This design comes from an exercise in tuning for small area and a short achievable clock period on the open sky130 flow, not from production work.
In this exercise RTL edits were held to simulation tests only and were not proved equivalent to the original.

`flow/run.sh`:
```
#!/bin/bash
# synth_recipe.tcl (not shown) runs the flow's synth.tcl, then flattens the netlist and writes it again
# the make line also repeats each setting of config.mk as NAME=value (left out here)
make -C /OpenROAD-flow-scripts/flow DESIGN_CONFIG=/design/flow/config.mk WORK_HOME=/design/flow/orfs CLKGATE_MAP_FILE= SYNTH_SCRIPT=/design/flow/synth_recipe.tcl finish
```
`flow/config.mk`:
```
export PLATFORM = sky130hd
export DESIGN_NAME = core_pipeline
export DESIGN_NICKNAME = core_pipeline
export VERILOG_FILES = /design/flow/design.v
export SDC_FILE = /design/flow/constraint.sdc
export NUM_CORES = 4
export LEC_CHECK = 0
export CAP_MARGIN = 20
export CORE_MARGIN = 2
export CORE_UTILIZATION = 40
export SLEW_MARGIN = 20
```
`flow/constraint.sdc`:
```
create_clock -name core_clock -period 7.0 [get_ports {i_clk}]
set_input_delay 1.4000 -clock core_clock [delete_from_list [all_inputs] [get_ports {i_clk}]]
set_output_delay 1.4000 -clock core_clock [all_outputs]
set_load 0.01 [all_outputs]
```
`flow/design.v`:
```
`timescale 1ns / 1ps
module core_pipeline
    #(
      parameter ADDRESS_SIZE = 10,
      parameter DATA_SIZE = 32
     )
    (
    input wire i_clk,
    input wire i_rst_n,
    input wire i_sys_stop,
    input wire i_sys_start,
    input wire signed [DATA_SIZE - 1:0] i_data,
    input wire [15:0] i_instruction,
    output wire o_read,
    output wire o_write,
    output wire [ADDRESS_SIZE - 1:0] o_address,
    output wire signed [DATA_SIZE - 1:0] o_data,
    output wire [ADDRESS_SIZE - 1:0] o_program_counter
    );
    reg r_sys_halt;
    always @(posedge i_clk)
    begin
        if (i_sys_stop)
            r_sys_halt <= 1'b1;
        else if (i_sys_start)
            r_sys_halt <= 1'b0;
    end
    reg [ADDRESS_SIZE - 1:0] r_pc;      
    reg [15:0] r_ir_read;               
    reg [15:0] r_ir_exec;               
    reg        r_wr_we;                 
    reg        r_wr_load;               
    reg [2:0]  r_wr_dest;               
    reg [DATA_SIZE - 1:0] r_wr_result;  
    reg [DATA_SIZE - 1:0] r_rf [0:7];   
    wire [15:0] ir = r_ir_exec;
    wire g_alu  = ir[15:14] == 2'b11;
    wire g_brl  = ir[15:14] == 2'b01;
    wire g_mem  = ir[15:14] == 2'b00;
    wire g_ctrl = ir[15:14] == 2'b10;
    wire i_arith = g_alu & ~ir[13];
    wire i_logic = g_alu & ir[13] & ~ir[9];
    wire i_halt  = g_alu & ir[9];
    wire i_loadc = g_mem & (ir[13:12] == 2'b01);
    wire i_store = g_mem & (ir[13:12] == 2'b10);
    wire i_load  = g_mem & (ir[13:12] == 2'b11);
    wire i_shl   = g_brl & ir[13];
    wire i_shr   = g_brl & ~ir[13];
    wire [2:0] idx_p = ir[2:0];
    wire [2:0] idx_q = g_alu ? ir[5:3] : g_mem ? ir[10:8] : ir[8:6];
    wire [DATA_SIZE - 1:0] w_wr_value = r_wr_load ? i_data : r_wr_result;
    wire [DATA_SIZE - 1:0] op_p = (r_wr_we && r_wr_dest == idx_p) ? w_wr_value : r_rf[idx_p];
    wire [DATA_SIZE - 1:0] op_q = (r_wr_we && r_wr_dest == idx_q) ? w_wr_value : r_rf[idx_q];
    wire [DATA_SIZE - 1:0] sum = ir[12] ? (op_q - op_p) : (op_q + op_p);
    wire [DATA_SIZE - 1:0] lg0 = ir[11] ? (op_q ^ op_p) : ir[10] ? (op_q | op_p) : (op_q & op_p);
    wire [DATA_SIZE - 1:0] lg = ir[12] ? ~lg0 : lg0;
    function [DATA_SIZE - 1:0] rev;
        input [DATA_SIZE - 1:0] x;
        integer k;
        begin
            for (k = 0; k < DATA_SIZE; k = k + 1)
                rev[k] = x[DATA_SIZE - 1 - k];
        end
    endfunction
    wire [5:0] sh_n = g_brl ? ir[5:0] : 6'd0;
    wire sh_fill = ir[12] & op_q[DATA_SIZE - 1] & g_brl;
    wire [DATA_SIZE - 1:0] sh_in = i_shl ? rev(op_q) : op_q;
    wire signed [DATA_SIZE:0] sh_ext = {sh_fill, sh_in};
    wire signed [DATA_SIZE:0] sh_a = sh_ext >>> sh_n[4:0];
    wire [DATA_SIZE - 1:0] sh_r = sh_n[5] ? {DATA_SIZE{sh_fill}} : sh_a[DATA_SIZE - 1:0];
    wire [DATA_SIZE - 1:0] sh_lc = {sh_r[DATA_SIZE - 1:8], i_loadc ? ir[7:0] : sh_r[7:0]};
    wire [DATA_SIZE - 1:0] result =
        i_arith ? sum :
        i_logic ? lg :
        i_shl   ? rev(sh_r) : sh_lc;
    wire ex_we = (g_alu & ~ir[9]) | g_brl | i_loadc | i_load;
    wire [2:0] ex_dest = g_mem ? ir[10:8] : ir[8:6];
    assign o_read = i_load;
    assign o_write = i_store;
    assign o_address = i_load ? op_p[ADDRESS_SIZE - 1:0] :
                       i_store ? op_q[ADDRESS_SIZE - 1:0] : {ADDRESS_SIZE{1'b0}};
    assign o_data = i_store ? op_p : {DATA_SIZE{1'b0}};
    reg cond;
    always @(*)
    begin
        case (ir[11:9])
            3'd0: cond = op_q[DATA_SIZE - 1];
            3'd1: cond = ~op_q[DATA_SIZE - 1];
            3'd2: cond = op_q == 0;
            3'd3: cond = op_q != 0;
            default: cond = 1'b0;
        endcase
    end
    wire take = g_ctrl & (~ir[12] | cond);
    wire [ADDRESS_SIZE - 1:0] target = ir[13] ? op_p[ADDRESS_SIZE - 1:0] :
        r_pc + {{(ADDRESS_SIZE - 6){ir[5]}}, ir[5:0]};
    always @(posedge i_clk, negedge i_rst_n)
    begin
        if (~i_rst_n)
            r_pc <= 0;
        else if (~r_sys_halt)
        begin
            if (take)
                r_pc <= target;
            else if (~i_halt)
                r_pc <= r_pc + 1'b1;
        end
    end
    assign o_program_counter = r_pc;
    always @(posedge i_clk, negedge i_rst_n)
    begin
        if (~i_rst_n)
        begin
            r_ir_read <= 0;
            r_ir_exec <= 0;
        end
        else if (~r_sys_halt)
        begin
            if (take)
            begin
                r_ir_read <= 0;
                r_ir_exec <= 0;
            end
            else
            begin
                r_ir_read <= i_instruction;
                r_ir_exec <= r_ir_read;
            end
        end
    end
    always @(posedge i_clk, negedge i_rst_n)
    begin
        if (~i_rst_n)
        begin
            r_wr_we <= 1'b0;
            r_wr_load <= 1'b0;
            r_wr_dest <= 3'd0;
            r_wr_result <= 0;
        end
        else if (~r_sys_halt)
        begin
            r_wr_we <= ex_we;
            r_wr_load <= i_load;
            r_wr_dest <= ex_dest;
            r_wr_result <= result;
        end
    end
    integer r;
    always @(posedge i_clk, negedge i_rst_n)
    begin
        if (~i_rst_n)
        begin
            for (r = 0; r < 8; r = r + 1)
                r_rf[r] <= 0;
        end
        else if (r_wr_we)
            r_rf[r_wr_dest] <= w_wr_value;
    end
endmodule
```
==> flow_summary.json <==
{
  "ys_seq_elements": 336,
  "final_core_utilization_pct": 46.4,
  "portBuffers": 105,
  "synth_top_family_by_area": "compound AO/OA/AOI/OAI gates",
  "synth-xor-area-share_pct": 3.48,
  "synth_edf_count": 0,
  "use_met1_pct": 47.3,
  "finalSetupTns_ns": 0,
  "gp_congestion": 1.01,
  "grt_pass1_wl_mm": 180,
  "drive_gt1_share_pct": 12.1,
  "use_met3_pct": 7.95,
  "hold_class": "flip-flop to flip-flop",
  "n_antenna_cell": 0,
  "cts_tree": "done",
  "numCtsBuffers": 41,
  "area_growth_pct": 15.3,
  "post_synth_num_cell_types": 107,
  "netlist_instances": 3456,
  "met2_usage_pct": 49.8,
  "synth_compound_area_share_pct": 26.5,
  "synth_area_leader_cell": "dfrtp_1",
  "cts_max_level": 2,
  "wirelength_mm": 123,
  "worstMarginPinSlew_ns": 1.16,
  "synth_nets": 3618,
  "ys.flop_type": "dfrtp_1",
  "stdcell_count": 4446,
  "dpl.hpwl_mm": 88.4,
  "die_area_um2": 71100,
  "route.antenna.remaining_nets": 0,
  "die_y_um": 267,
  "crit_fanout": 18,
  "yosys_warnings": 2,
  "synth.area.top_cells": "dfrtp_1, mux2i_1, nand2_1",
  "finalSetupViolCount": 0,
  "status": "complete, no violations",
  "antenna_found_initial": 1,
  "rows": 96,
  "synth_adder_area_share_pct": 5.05,
  "drv_slew": 0,
  "cts-root-buf": "clkbuf_16",
  "post-route-min-period_ns": 6.70,
  "fin_area_um2": 31800,
  "finalHoldViolCount": 0,
  "critPathRequiredTime_ns": 7.50,
  "die_x_um": 267,
  "netlist.area_leader.share_pct": 30.4,
  "synth.avg_cell_area_um2": 7.98,
  "ios": 106,
  "slew_headroom_pct": 22.9,
  "grt_max_degree": 127,
  "drc": 0,
  "grt-ovfl-total": 0,
  "grt_pass1_vias": 26886,
  "cts.path.max_buffers": 3,
  "worstSetupPathType": "flip-flop to flip-flop",
  "fmax_mhz": 149,
  "synth_simple_gate_area_share_pct": 17.7,
  "core_area_um2": 68500,
  "viasPerCell": 6.44,
  "track_usage_pct": 34.0,
  "nNetsFinal": 3697,
  "maxCapViolations": 0,
  "start_util_pct": 40.3,
  "critPathLaunchType": "flip-flop",
  "hold_ws_ns": 0.484,
  "clock_latency_ns": 0.61,
  "seq_area_frac_synth_pct": 30.5,
  "end_kind": "flip-flop",
  "first_iter_violations": 3910,
  "placed_cells": 4374,
  "vias": 28620,
  "cts_sinks": 336,
  "async_flop_share_pct": 99.7,
  "place_area_um2": 30300,
  "netlist_area_um2": 27600,
  "cts_setup_buffers": 0,
  "busiest_layer": "met2",
  "finalCritPeriodShare_pct": 95.8,
  "drt-pass1-iter-count": 9,
  "holdBufCountCts": 0,
  "netlist_top_cells_count": "nand2_1, nor2_1, dfrtp_1",
  "clk_pin_slew_ns": 0.07,
  "yosysMostFrequentCell": "nand2_1",
  "wire_per_inst_um": 27.6,
  "skew_ns": 0.0354,
  "muxShareOfSynthArea_pct": 10.6,
  "cp.arrival_ns": 7.20,
  "rsz0062_at_grt": "false"
}
-- logic make-up after synthesis --
kind of cell / after synthesis
buffers and inverters: 396
adders and majority gates: 110
DFF: 336
muxes: 254
and+or+nand+nor: 1109
AOI/OAI and AO/OA: 1145
xor gates and xnor gates: 106
-- through the flow --
stage                     setup slack [ns]
final                                0.297
after global routing                0.0213
after CTS                            0.541
after detailed placement             0.199
after global placement               0.285
after floorplan                      0.842
-- layout by cell type (no fill, tap or decap), types with 57 or more instances in the layout --
cell type / n
o22ai_1: 57
nor2_1: 355
a21oi_1: 293
nand2_1: 441
xnor2_1: 78
clkdlybuf4s50_1: 104
nand3_1: 69
o21ai_0: 321
nor3_1: 59
mux2i_1: 193
dfrtp_1: 327
ha_1: 108
a211oi_1: 57
inv_1: 102
buf_4: 202
-- area by class of cell --
cell class / count / area [µm²]
fillers: 6828 / 36700
multi-input cells: 2724 / 17500
flip-flops and latches: 336 / 8420
repair buffers: 318 / 2790
clock buffers: 57 / 1210
well taps: 882 / 1100
inverters: 114 / 430
clock inverters: 15 / 285
-- registers in the layout, summed over array words and instances (netlist names) --
signal / count
r_ir_exec: 16
r_ir_read: 16
r_pc: 10
r_rf: 256
r_sys_halt: 1
r_wr_dest: 3
r_wr_load: 1
r_wr_result: 32
r_wr_we: 1
-- worst max-delay path, cell delays in order (launching register included) --
cell,delay [ns]
dfrtp_1,0.68
buf_4,0.29
mux2_4,0.37
mux2i_4,0.44
buf_4,0.38
mux2i_1,0.11
o211ai_1,0.19
a31oi_1,0.13
nand2_1,0.16
nand2_1,0.12
ha_1,0.24
fa_1,0.47
nor2b_1,0.14
o21a_1,0.14
o21ai_0,0.08
buf_4,0.16
a31oi_1,0.44
o211ai_1,0.18
a211oi_1,0.41
o221ai_1,0.24
o2111ai_1,0.46
a21o_1,0.18
a21oi_1,0.08
xnor2_1,0.19
nor2_1,0.06
o311ai_1,0.26
-- routing by layer --
metal,routed length (µm),up-vias,part of all wire (%)
met1,50800,13768,41
met4,6500,0,5.3
met2,51300,1860,42
li1,-,12657,-
met3,14200,335,12
met5,0,-,0
-- what timing repair did --
item,4_1_cts,5_1_grt
resized for setup,0,2
hold endpoints to repair,0,0
endpoints found under the setup margin,0,2
-- path summary, 6_finish.rpt --
check	from	to	slack, ns	cells after the start
worst min-delay path	r_ir_read[7]	r_ir_read[7]	0.48	2
max in group asynchronous	i_rst_n	r_wr_result[16]	4.78	2
worst max-delay path	r_ir_exec[14]	r_wr_result[30]	0.30	25
worst min register to register	r_ir_read[7]	r_ir_read[7]	0.48	2
min in group asynchronous	i_rst_n	r_rf[2][1]	0.77	1
worst max register to register	r_ir_exec[14]	r_wr_result[30]	0.30	25

## re-timing with driven ports
The results above use ideal ports. As a check the final layout listed here was re-extracted and re-timed, cells and wires unchanged.
Step 1: set_driving_cell puts a clkbuf_16 on i_clk and a buf_2 on each other input, an assumption about the parent block.
Step 2 moves the port delays by t, midway between the first and last clock arrival at a register: inputs arrive t later, outputs are due t later. That takes back most of the time a late clock gives input paths.
a / b / c = no drivers / after step 1 / after step 2; a / b = the first two.
t, ns: 0.653
setup WS [ns]: 0.297 / 0.297 / 0.059
worst setup path after step 2: input to register
slew at the worst register clock pin (ns): 0.08 / 0.08
worst slew at a driven data input, ns: 0.05
After both steps setup and hold are still met in this run. The setup slack of this run moves by 0.000 ns with the drivers and by -0.238 ns with both steps.
